This design comes from an exercise in tuning for small area, a short achievable clock period and few clock cycles on the open sky130 flow, not from production work. The RTL was checked by simulation tests, not by an equivalence proof against the original design. The flow treats the clock pin as an ideal source. Dropping or thinning the clock tree relies on that and would not hold on a real chip. No activity file was given, so power comes from the tool's default toggle rates.

==> flow/design.v (excerpt) <==
module axi_data_width_converter_top #(
	parameter		SLAVE_DATA_WIDTH	= 256,
	parameter		MASTER_DATA_WIDTH	= 32,
	parameter byte	TID_WIDTH			= 1, 
	parameter byte	TDEST_WIDTH			= 1,
	parameter byte	TUSER_WIDTH			= 1,
	parameter bit	TID_EN				= 0,
	parameter bit	TDEST_EN			= 0,
	parameter bit	TUSER_EN			= 0
)(
	input logic aclk,
	input logic areset_n,
	output	logic								s_axis_tready,
	input	logic								s_axis_tvalid,
	input	logic [SLAVE_DATA_WIDTH - 1:0]		s_axis_tdata,
	input	logic [SLAVE_DATA_WIDTH / 8 - 1:0]	s_axis_tkeep,
	input	logic								s_axis_tlast,
	input	logic [TID_WIDTH - 1:0]				s_axis_tid,
	input	logic [TDEST_WIDTH - 1:0]			s_axis_tdest,
	input	logic [TUSER_WIDTH - 1:0]			s_axis_tuser,
	input	logic								m_axis_tready,
	output	logic								m_axis_tvalid,
	output	logic [MASTER_DATA_WIDTH - 1:0]		m_axis_tdata,
	output	logic [MASTER_DATA_WIDTH / 8 - 1:0]	m_axis_tkeep,
	output	logic								m_axis_tlast,
	output	logic [TID_WIDTH - 1:0]				m_axis_tid,
	output	logic [TDEST_WIDTH - 1:0]			m_axis_tdest,
	output	logic [TUSER_WIDTH - 1:0]			m_axis_tuser
);
axi_data_width_downsizer #(
		.DATA_WIDTH_FROM(SLAVE_DATA_WIDTH),
		.DATA_WIDTH_TO(MASTER_DATA_WIDTH),
		.TID_WIDTH(TID_WIDTH),
		.TDEST_WIDTH(TDEST_WIDTH),
		.TUSER_WIDTH(TUSER_WIDTH),
		.TID_EN(TID_EN),
  ...
Size: about 1000 cells after synthesis, roughly 340 flip-flops, about 340 I/O pins.
==> flow/config.mk <==
export PLATFORM = sky130hd
export DESIGN_NAME = axi_data_width_converter_top
export DESIGN_NICKNAME = axi_data_width_converter_top
export VERILOG_FILES = /design/flow/design.v
export SDC_FILE = /design/flow/constraint.sdc
export NUM_CORES = 4
export LEC_CHECK = 0
export CAP_MARGIN = 20
export CORE_MARGIN = 2
export CORE_UTILIZATION = 40
export SETUP_SLACK_MARGIN = 2.2
export SLEW_MARGIN = 20
==> flow/constraint.sdc <==
create_clock -name core_clock -period 4.0 [get_ports {aclk}]
set_input_delay 0.8000 -clock core_clock [delete_from_list [all_inputs] [get_ports {aclk}]]
set_output_delay 0.8000 -clock core_clock [all_outputs]
set_load 0.01 [all_outputs]
standard.sh (not shown) runs the stock make flow with config.mk's settings and CLKGATE_MAP_FILE= SYNTH_SCRIPT=/design/flow/synth_recipe.tcl, a recipe that flattens the netlist after the stock synthesis.
==> flow/flow/run.sh <==
#!/bin/bash
# Standard layout, with the port buffers made from the smallest plain buffer.
set -euo pipefail
export BUFFER_PORTS_ARGS="-buffer_cell sky130_fd_sc_hd__buf_1"
bash standard.sh > standard.log 2>&1
Testbench counts at the start, summed over its fixed seeds: cycles 18,458.
Edit:
Settings changed: SETUP_SLACK_MARGIN 2.2 to 2.5.
Wire length grows by 11%.
Power grows by about 3%.
Synthesized area is unchanged.
Critical path depth shrinks by 4.
Design area grows by 6.1%.
Core utilization grows by 3.1 points.
Register-to-register slack gains 0.13 ns.
Via count grows by about 3.5%.
Global-route usage grows by 2.4 points.
Edit:
==> flow/flow/run.sh (replaced) <==
#!/bin/bash
# Standard layout, with the port buffers made from the smallest plain buffer
# and the clock tree flattened to two buffer levels after CTS (flow/post_cts.tcl).
set -euo pipefail
export BUFFER_PORTS_ARGS="-buffer_cell sky130_fd_sc_hd__buf_1"
export POST_CTS_TCL="$PWD/flow/post_cts.tcl"
bash standard.sh > standard.log 2>&1
==> flow/flow/post_cts.tcl (new file) <==
# Flatten the clock tree built by CTS to two buffer levels: the root buffer
# drives the leaf buffers directly. The inner H-tree buffers and the dummy
# loads go away.
set block [ord::get_db_block]
set port_net [$block findNet aclk]
set root ""
foreach it [$port_net getITerms] { set root [$it getInst] }
set root_out [[$root findITerm X] getNet]
puts "clock root [$root getName] -> [$root_out getName]"
set inner {}
foreach it [$root_out getITerms] {
  set inst [$it getInst]
  if {$inst == $root} continue
  if {[string match "*clkbuf*" [[$inst getMaster] getName]] && ![string match "clkload*" [$inst getName]]} {
    lappend inner $inst
  }
}
set moved 0
foreach b $inner {
  set onet [[$b findITerm X] getNet]
  set loads {}
  foreach it [$onet getITerms] {
    if {[$it getInst] == $b} continue
    lappend loads $it
  }
  foreach it $loads {
    $it disconnect
    $it connect $root_out
    incr moved
  }
  puts "removing inner clock buffer [$b getName]"
  odb::dbInst_destroy $b
  odb::dbNet_destroy $onet
}
set dummies 0
foreach inst [$block getInsts] {
  if {[string match "clkload*" [$inst getName]]} {
    odb::dbInst_destroy $inst
    incr dummies
  }
}
puts "moved $moved clock loads to the root, removed $dummies dummy loads"
estimate_parasitics -placement
report_clock_latency
repair_timing_helper
detailed_placement
check_placement -verbose
Settings changed: CTS_CLUSTER_DIAMETER set to 200, CTS_CLUSTER_SIZE set to 30, SETUP_SLACK_MARGIN 2.5 to 2.3.
After rerunning: The new run passed the timing, design-rule and antenna checks; final area falls by a little under a tenth; synthesized cell count is unchanged; wire length falls by roughly a tenth; register-to-register slack degrades by 0.10 ns; clock power falls by well over a third.

==> separate check: timing with driven ports <==
No port has a modelled driver above. Below, the same layouts with a new extraction and two added sets of constraints.
Step 1: set_driving_cell puts a clkbuf_16 on aclk and a buf_2 on each other input, an assumption about the parent block.
Step 2 moves the port delays by t, midway between the first and last clock arrival at a register: inputs arrive t later, outputs are due t later. That takes back most of the time a late clock gives input paths.
Three values: ideal ports, drivers, drivers and shift; two values: the first two.
| run | shift t [ns] | setup slack, ns | worst setup path at the end | latest minus earliest clock arrival (ns) | worst slew at a driven data input, ns |
|---|---|---|---|---|---|
| the first run | 0.546 | 2.227 / 2.186 / 1.696 | input to register | 0.013 / 0.014 | 0.08 |
| the second run | 0.550 | 2.232 / 2.180 / 1.974 | input to register | 0.010 / 0.011 | 0.08 |
| the third run | 0.496 | 2.237 / 2.190 / 1.896 | input to register | 0.057 / 0.057 | 0.08 |
After both steps setup and hold are still met in every run listed. For the first run, which loses most, drivers alone change the setup slack by -0.041 ns; drivers and shift together by -0.531 ns.
